Source: an optimization exercise on an open RTL-to-GDS flow (aim: small area). Production flows keep margins and buffers that such runs may drop. At most, simulation tests tie the RTL to the original design; equivalence was not proved. No activity file was given, so power comes from the tool's default toggle rates.

Setup of trial 3:
==> flow/design.v <==
module Calculator2_0(clk, rst, col, btn, btnres, fil, Sseg, anodos);
	input clk;
	input rst;
	input [3:0] col;
	input btn;
	input btnres;
	output [3:0] fil;
	output [6:0] Sseg;
	output [7:0] anodos;
	reg [5:0] c50;       
	reg [2:0] m5;        
	reg [2:0] cb;        
	reg [1:0] r;         
	reg       fs;        
	wire tick = (c50 == 6'd49);
	wire rtick = (c50 == 6'd24) && (m5 == 3'd0) && cb[0];
	always @(posedge clk) begin
		if (rst) begin
			c50 <= 6'd25;
			m5 <= 3'd7;
			cb <= 3'd0;
			r <= 2'b10;
			fs <= 1'b0;
		end else begin
			c50 <= tick ? 6'd0 : c50 + 6'd1;
			if (tick) begin
				m5 <= (m5 == 3'd4) ? 3'd0 : (m5 == 3'd7) ? 3'd1 : m5 + 3'd1;
				cb <= cb + 3'd1;
			end
			if (rtick) begin
				r <= {r[0], !r[1]};
				fs <= 1'b1;
			end
		end
	end
	assign fil = {fs && r == 2'b00, fs && r == 2'b01, fs && r == 2'b11, fs && r == 2'b10};
	assign anodos = (m5 == 3'd7) ? 8'hFF : ~(8'd1 << cb);
	reg [3:0] tecla_q;
	reg [3:0] tecla;
	always @(*) begin
		tecla = tecla_q;
		if (col == 4'b1000 || col == 4'b0100 || col == 4'b0010 || col == 4'b0001) begin
			if (!fs) tecla = 4'd15;
			else case ({r, col})
				6'b00_1000: tecla = 4'd15;
				6'b00_0100: tecla = 4'd0;
				6'b00_0010: tecla = 4'd14;
				6'b00_0001: tecla = 4'd13;
				6'b01_1000: tecla = 4'd1;
				6'b01_0100: tecla = 4'd2;
				6'b01_0010: tecla = 4'd3;
				6'b01_0001: tecla = 4'd10;
				6'b11_1000: tecla = 4'd4;
				6'b11_0100: tecla = 4'd5;
				6'b11_0010: tecla = 4'd6;
				6'b11_0001: tecla = 4'd11;
				6'b10_1000: tecla = 4'd7;
				6'b10_0100: tecla = 4'd8;
				6'b10_0010: tecla = 4'd9;
				default:    tecla = 4'd12;
			endcase
		end
	end
	always @(posedge clk) begin
		if (rst) tecla_q <= 4'd15;
		else tecla_q <= tecla;
	end
	reg [3:0] D0, D1, D2, D3, D4, D5, D6, D7;
	reg F0, F2, F3, F4;       
	reg estado, btnON, btnresON;
	reg [2:0] q;              
	reg [4:0] oc;             
	wire tog = tick && !btnres && !btnresON;
	wire est_n = estado ^ tog;
	wire adv = !btn && !btnON;
	wire [2:0] q_n = q - {2'b0, adv};
	wire ewr = tick && !est_n;    
	reg [3:0] a2, a1, a0, b2, b1, b0;
	reg [1:0] oper;
	reg sig1;
	wire run = estado && !tick;
	wire [1:0] g = c50[5:4];
	wire [3:0] k = c50[3:0];
	wire s_clr = run && (c50 == 6'd0);
	wire s_slot = run && (k != 4'd0) && (k <= 4'd9) && (g != 2'd3);
	wire s_fin = run && (c50 == 6'd48);
	wire mul = (oper == 2'd2);
	wire dv = (oper == 2'd3);
	wire sub = !oper[1] && (oper[0] ^ sig1);
	wire add = !oper[1] && !(oper[0] ^ sig1);
	wire fail = !D7[2];           
	wire ph2 = run && sub && fail && (g == 2'd2) && (k >= 4'd4) && (k <= 4'd6);   
	wire s_sh = run && (((k == 4'd0) && (g == 2'd1 || g == 2'd2)) || ph2);
	wire s_rot = run && dv && (g == 2'd2) && (k >= 4'd10) && (k <= 4'd12);
	wire s33 = run && (c50 == 6'd33);
	wire s39 = run && (c50 == 6'd39);
	reg [3:0] Y;
	always @(*) begin
		case (ph2 ? c50[1:0] : g)
			2'd0: Y = a2;
			2'd1: Y = a1;
			default: Y = a0;
		endcase
	end
	wire [3:0] ins = mul ? 4'd0 : (sub && (sig1 ^ ph2)) ? c9(Y) : Y;
	wire subt = dv || sub;        
	wire cmpb = dv || (sub && (s33 ^ sig1));     
	wire en = (mul && s_slot && (k <= Y)) || (dv && s_slot) || (add && s33) ||
	          (sub && (s33 || (s39 && fail)));
	function [4:0] bcdadd;
		input [3:0] x;
		input [3:0] y;
		input c;
		reg [4:0] k;
		reg [3:0] t;
		reg co;
		integer j;
		begin
			k[0] = c;
			for (j = 0; j < 4; j = j + 1) begin
				t[j] = x[j] ^ y[j] ^ k[j];
				k[j+1] = (x[j] & y[j]) | (x[j] & k[j]) | (y[j] & k[j]);
			end
			co = k[4] | (t[3] & (t[2] | t[1]));
			bcdadd = {co, t[3] ^ (co & (t[2] | t[1])), t[2] ^ (co & ~t[1]), t[1] ^ co, t[0]};
		end
	endfunction
	function [4:0] bcdinc;
		input [3:0] x;
		input c;
		begin
			if (!c) bcdinc = {1'b0, x};
			else if (x == 4'd9) bcdinc = 5'b10000;
			else bcdinc = {1'b0, x + 4'd1};
		end
	endfunction
	function [3:0] c9;
		input [3:0] x;
		begin
			c9 = {~(x[3] | x[2] | x[1]), x[2] ^ x[1], x[1], ~x[0]};
		end
	endfunction
	wire [3:0] U0 = D0;
	wire [3:0] U1 = D1;
	wire [3:0] U2 = D2;
	wire [3:0] V0 = cmpb ? c9(b0) : b0;
	wire [3:0] V1 = cmpb ? c9(b1) : b1;
	wire [3:0] V2 = cmpb ? c9(b2) : b2;
	wire [4:0] S0 = bcdadd(U0, V0, subt);
	wire [4:0] S1 = bcdadd(U1, V1, S0[4]);
	wire [4:0] S2 = bcdadd(U2, V2, S1[4]);
	wire c3 = S2[4];
	wire [3:0] D3m = (D3 == 4'd0) ? 4'd9 : D3 - 4'd1;
	wire [4:0] S3 = subt ? {c3 | (D3 != 4'd0), c3 ? D3 : D3m} : bcdinc(D3, c3);
	wire c4 = S3[4] && !sub;
	wire [4:0] S4 = bcdinc(D4, c4);
	wire [4:0] S5 = bcdinc(D5, S4[4]);
	wire wr = en && (!subt || S3[4] || (sub && s39));
	wire err = dv && ((D3 != 4'd0) || (D4 != 4'd0) || (D5 != 4'd0) || ({b2, b1, b0} == 12'd0));
	wire neg_fin = sub ? fail : (sig1 && !err);
	wire ld = !rst && (s_clr || s_sh || s_rot);      
	wire sh = !rst && (s_sh || s_rot);
	wire w = !rst && wr;
	wire fin = !rst && s_fin;
	wire s7 = !rst && sub && s33;
	wire [7:0] e = {8{ewr && !rst}} & (8'd1 << q_n);
	wire [3:0] din0 = s_rot ? D6 : ins;
	wire [7:0] hold;
	assign hold[0] = !(rst || e[0] || ld || w || (fin && err));
	assign hold[1] = !(rst || e[1] || ld || w || (fin && err));
	assign hold[2] = !(rst || e[2] || ld || w || (fin && err));
	assign hold[3] = !(rst || e[3] || ld || w || (fin && (err || sub)));
	assign hold[4] = !(rst || e[4] || ld || w || (fin && (err || sub)));
	assign hold[5] = !(rst || e[5] || ld || w || (fin && (err || sub)));
	assign hold[6] = !(rst || e[6] || ld || fin);
	assign hold[7] = !(rst || e[7] || s7 || fin);
	wire ferr = fin && err;
	wire [3:0] D0n = ({4{hold[0]}} & D0) | ({4{e[0]}} & tecla) | ({4{ld && !rst}} & din0) | ({4{w}} & S0[3:0]) | {4{rst || ferr}};
	wire [3:0] D1n = ({4{hold[1]}} & D1) | ({4{e[1]}} & tecla) | ({4{sh}} & D0) | ({4{w}} & S1[3:0]) | {4{rst}};
	wire [3:0] D2n = ({4{hold[2]}} & D2) | ({4{e[2]}} & tecla) | ({4{sh}} & D1) | ({4{w}} & S2[3:0]) | {4{rst || ferr}};
	wire [3:0] D3n = ({4{hold[3]}} & D3) | ({4{e[3]}} & tecla) | ({4{sh}} & D2) | ({4{w}} & S3[3:0]) | {4{rst || ferr}};
	wire [3:0] D4n = ({4{hold[4]}} & D4) | ({4{e[4]}} & tecla) | ({4{sh}} & D3) | ({4{w}} & S4[3:0]) | {{3{rst || ferr}}, rst};
	wire [3:0] D5n = ({4{hold[5]}} & D5) | ({4{e[5]}} & tecla) | ({4{sh}} & D4) | ({4{w}} & S5[3:0]) | {4{rst || ferr}};
	wire [3:0] D6n = ({4{hold[6]}} & D6) | ({4{e[6]}} & tecla) | ({4{sh}} & D5) |
	                 {rst || fin, rst || (fin && !neg_fin), rst || fin, rst || fin};
	wire [3:0] D7n = ({4{hold[7]}} & D7) | ({4{e[7]}} & tecla) |
	                 {rst || fin || s7, rst || fin || (s7 && S3[4]), rst || fin || s7, rst || fin || s7};
	always @(posedge clk) begin
		D0 <= D0n; D1 <= D1n; D2 <= D2n; D3 <= D3n;
		D4 <= D4n; D5 <= D5n; D6 <= D6n; D7 <= D7n;
		if (rst) begin
			F0 <= 1'b0; F2 <= 1'b0; F3 <= 1'b0; F4 <= 1'b0;
			estado <= 1'b0; btnON <= 1'b0; btnresON <= 1'b0;
			q <= 3'd7;
			oc <= 5'd15;
		end else begin
			if (tick) begin
				btnresON <= !btnres;
				estado <= est_n;
				case (cb)
					3'd7: oc <= {F0, D0};
					3'd0: oc <= {1'b0, D1};
					3'd1: oc <= {F2, D2};
					3'd2: oc <= {F3, D3};
					3'd3: oc <= {F4, D4};
					3'd4: oc <= {1'b0, D5};
					3'd5: oc <= {1'b0, D6};
					default: oc <= {1'b0, D7};
				endcase
			end
			if (ewr) begin
				btnON <= !btn;
				q <= q_n;
			end
			if (e[0]) F0 <= 1'b0;
			if (e[2]) F2 <= 1'b0;
			if (e[3]) F3 <= 1'b0;
			if (e[4]) F4 <= 1'b0;
			if (s_fin) begin
				F0 <= err; F2 <= err; F3 <= err; F4 <= err;
			end
		end
	end
	always @(posedge clk) begin
		if (rst) begin
			a2 <= 4'd0; a1 <= 4'd0; a0 <= 4'd0;
			b2 <= 4'd0; b1 <= 4'd0; b0 <= 4'd0;
			oper <= 2'd0; sig1 <= 1'b0;
		end else if (!estado) begin
			if (D6 <= 4'd9) a2 <= D6;
			if (D5 <= 4'd9) a1 <= D5;
			if (D4 <= 4'd9) a0 <= D4;
			if (D2 <= 4'd9) b2 <= D2;
			if (D1 <= 4'd9) b1 <= D1;
			if (D0 <= 4'd9) b0 <= D0;
			if (D3 >= 4'd10 && D3 <= 4'd13) oper <= D3[1:0] + 2'd2;
			sig1 <= (D7 != 4'd15);
		end
	end
	wire [111:0] SEGTAB = 112'b1111111111011010110111001000111111011011000000100000000000011110100000010010010011000000110001001010011110000001;
	reg [6:0] seg16;
	integer si;
	always @(*) begin
		seg16 = 7'b1111111;
		for (si = 0; si < 16; si = si + 1)
			if (oc[3:0] == si) seg16 = SEGTAB[si*7 +: 7];
	end
	assign Sseg = oc[4] ? (oc[0] ? 7'b0110001 : 7'b0110000) : seg16;
endmodule
export LEC_CHECK = 0
export ABC_AREA = 1
export CAP_MARGIN = 20
export CORE_MARGIN = 2
export CORE_UTILIZATION = 40
export SLEW_MARGIN = 20
create_clock -name core_clock -period 110.0 [get_ports {clk}]
standard.sh (not shown) runs the stock make flow with config.mk's settings and CLKGATE_MAP_FILE= SYNTH_SCRIPT=/design/flow/synth_recipe.tcl, a recipe that flattens the netlist after the stock synthesis.
==> flow/flow/run.sh <==
#!/bin/bash
# Standard ORFS layout (the standard.sh) with these changes:
#  - synthesis: no adder extraction (ADDER_MAP_FILE empty), no Kogge-Stone carry map
#    (SYNTH_OPERATIONS_ARGS), and abc's area script replaced by flow/abc_area.script
#    (deepsyn, then area-only standard-cell mapping); the registers, their names and
#    cell types are those of the standard synthesis;
#  - the port buffers are sky130_fd_sc_hd__buf_1;
#  - clock tree from sky130_fd_sc_hd__clkbuf_8 only, without dummy loads.
# SCRIPTS_DIR points to a folder of links to ORFS's scripts, with abc_area.script replaced.
set -euo pipefail
HERE=$(pwd)
S=$HERE/scripts
rm -rf "$S"; mkdir -p "$S"
for f in "$FLOW_HOME"/scripts/*; do ln -s "$f" "$S/"; done
rm "$S/abc_area.script"; cp "$HERE/flow/abc_area.script" "$S/abc_area.script"
CTS="-sink_clustering_enable -repair_clock_nets -dont_use_dummy_load -buf_list sky130_fd_sc_hd__clkbuf_8"
BP="-buffer_cell sky130_fd_sc_hd__buf_1"
export SCRIPTS_DIR="$S" ADDER_MAP_FILE= ABC_AREA=1 SYNTH_OPERATIONS_ARGS=-noshare BUFFER_PORTS_ARGS="$BP" CTS_ARGS="$CTS"
bash standard.sh "SCRIPTS_DIR=$S" ADDER_MAP_FILE= ABC_AREA=1 SYNTH_OPERATIONS_ARGS=-noshare \
  "BUFFER_PORTS_ARGS=$BP" "CTS_ARGS=$CTS" finish > standard_flow.log 2>&1
==> flow/flow/abc_area.script <==
strash
&get -n
&deepsyn -T 120
&put
dch
amap
topo
Trial 3: PASS, flow complete, no timing, DRC or antenna violations
diff inputs: trial 3 => build 96
--- a/flow/design.v
+++ b/flow/design.v
@@ -237,13 +237,11 @@
 			sig1 <= (D7 != 4'd15);
 		end
 	end
-	wire [111:0] SEGTAB = 112'b1111111111011010110111001000111111011011000000100000000000011110100000010010010011000000110001001010011110000001;
-	reg [6:0] seg16;
-	integer si;
-	always @(*) begin
-		seg16 = 7'b1111111;
-		for (si = 0; si < 16; si = si + 1)
-			if (oc[3:0] == si) seg16 = SEGTAB[si*7 +: 7];
-	end
-	assign Sseg = oc[4] ? (oc[0] ? 7'b0110001 : 7'b0110000) : seg16;
+	assign Sseg[6] = !(oc == 5'd0 || oc == 5'd2 || oc == 5'd3 || oc == 5'd5 || oc == 5'd6 || oc == 5'd7 || oc == 5'd8 || oc == 5'd9 || oc == 5'd30 || oc == 5'd31);
+	assign Sseg[5] = !(oc == 5'd0 || oc == 5'd1 || oc == 5'd2 || oc == 5'd3 || oc == 5'd4 || oc == 5'd7 || oc == 5'd8 || oc == 5'd9 || oc == 5'd12 || oc == 5'd13);
+	assign Sseg[4] = !(oc == 5'd0 || oc == 5'd1 || oc == 5'd3 || oc == 5'd4 || oc == 5'd5 || oc == 5'd6 || oc == 5'd7 || oc == 5'd8 || oc == 5'd9 || oc == 5'd10 || oc == 5'd12);
+	assign Sseg[3] = !(oc == 5'd0 || oc == 5'd2 || oc == 5'd3 || oc == 5'd5 || oc == 5'd6 || oc == 5'd8 || oc == 5'd9 || oc == 5'd14 || oc == 5'd30 || oc == 5'd31);
+	assign Sseg[2] = !(oc == 5'd0 || oc == 5'd2 || oc == 5'd6 || oc == 5'd8 || oc == 5'd12 || oc == 5'd13 || oc == 5'd30 || oc == 5'd31);
+	assign Sseg[1] = !(oc == 5'd0 || oc == 5'd4 || oc == 5'd5 || oc == 5'd6 || oc == 5'd8 || oc == 5'd9 || oc == 5'd10 || oc == 5'd12 || oc == 5'd30 || oc == 5'd31);
+	assign Sseg[0] = !(oc == 5'd2 || oc == 5'd3 || oc == 5'd4 || oc == 5'd5 || oc == 5'd6 || oc == 5'd8 || oc == 5'd9 || oc == 5'd10 || oc == 5'd11 || oc == 5'd12 || oc == 5'd14 || oc == 5'd30);
 endmodule
## What came out
- On share of the synthesized area in compound gates (AO/OA/AOI/OAI): between trial 3 and build 96, it ends up higher for build 96.
- [compare] base=trial 3 new=build 96: cell area after placement shows a reduction of 0.61%; non-clock buffer count shows a reduction of about 9%; final clock skew shows a reduction of 0.014 ns; switching power of the nets shows an increase of about 1.7%; final area shows a reduction of about 0.6%.
- Critical path capture point = D4[2]: trial 3; critical path capture point = anodos[3]: build 96
- NOTE: count of different cell masters after synthesis in build 96 exceeds that of trial 3
- In build 96 the post-layout minimum cycle time turned out 0.56 ns lower than in trial 3.
- Compared with trial 3, build 96 shows total power higher by about 1.5%.
- Going from trial 3 to build 96, the fmax was found to have gone up by about 2.3%.
- Compare trial 3 and build 96 | worst slack on hold paths higher: build 96
- Total routing usage reported by global routing in build 96 is 0.42 points lower than in trial 3
Function not checked in trial 3: the RTL went through the layout flow alone.

separate check: timing with driven ports:
How much do the figures lean on ideal ports? The routed layouts below were timed once more, with nothing changed but the port constraints.
Step 1, drivers: a clkbuf_16 drives clk and a buf_2 each remaining input, both assumed.
Step 2, shift: input delay + t, output delay - t, t = (earliest + latest rising clock arrival at the registers) / 2. This alone moves slack from input paths to output paths.
Three values: ideal ports, drivers, drivers and shift; two values: the first two.
run | shift t [ns] | setup slack, ns | clock arrival spread, ns
trial 3 | 0.423 | 85.032 / 85.051 / 84.627 | 0.030 / 0.031
build 96 | 0.415 | 85.593 / 85.557 / 85.297 | 0.017 / 0.016
After both steps every run listed still meets setup and hold. For trial 3, which loses most, drivers alone change the setup slack by +0.019 ns; drivers and shift together by -0.405 ns.
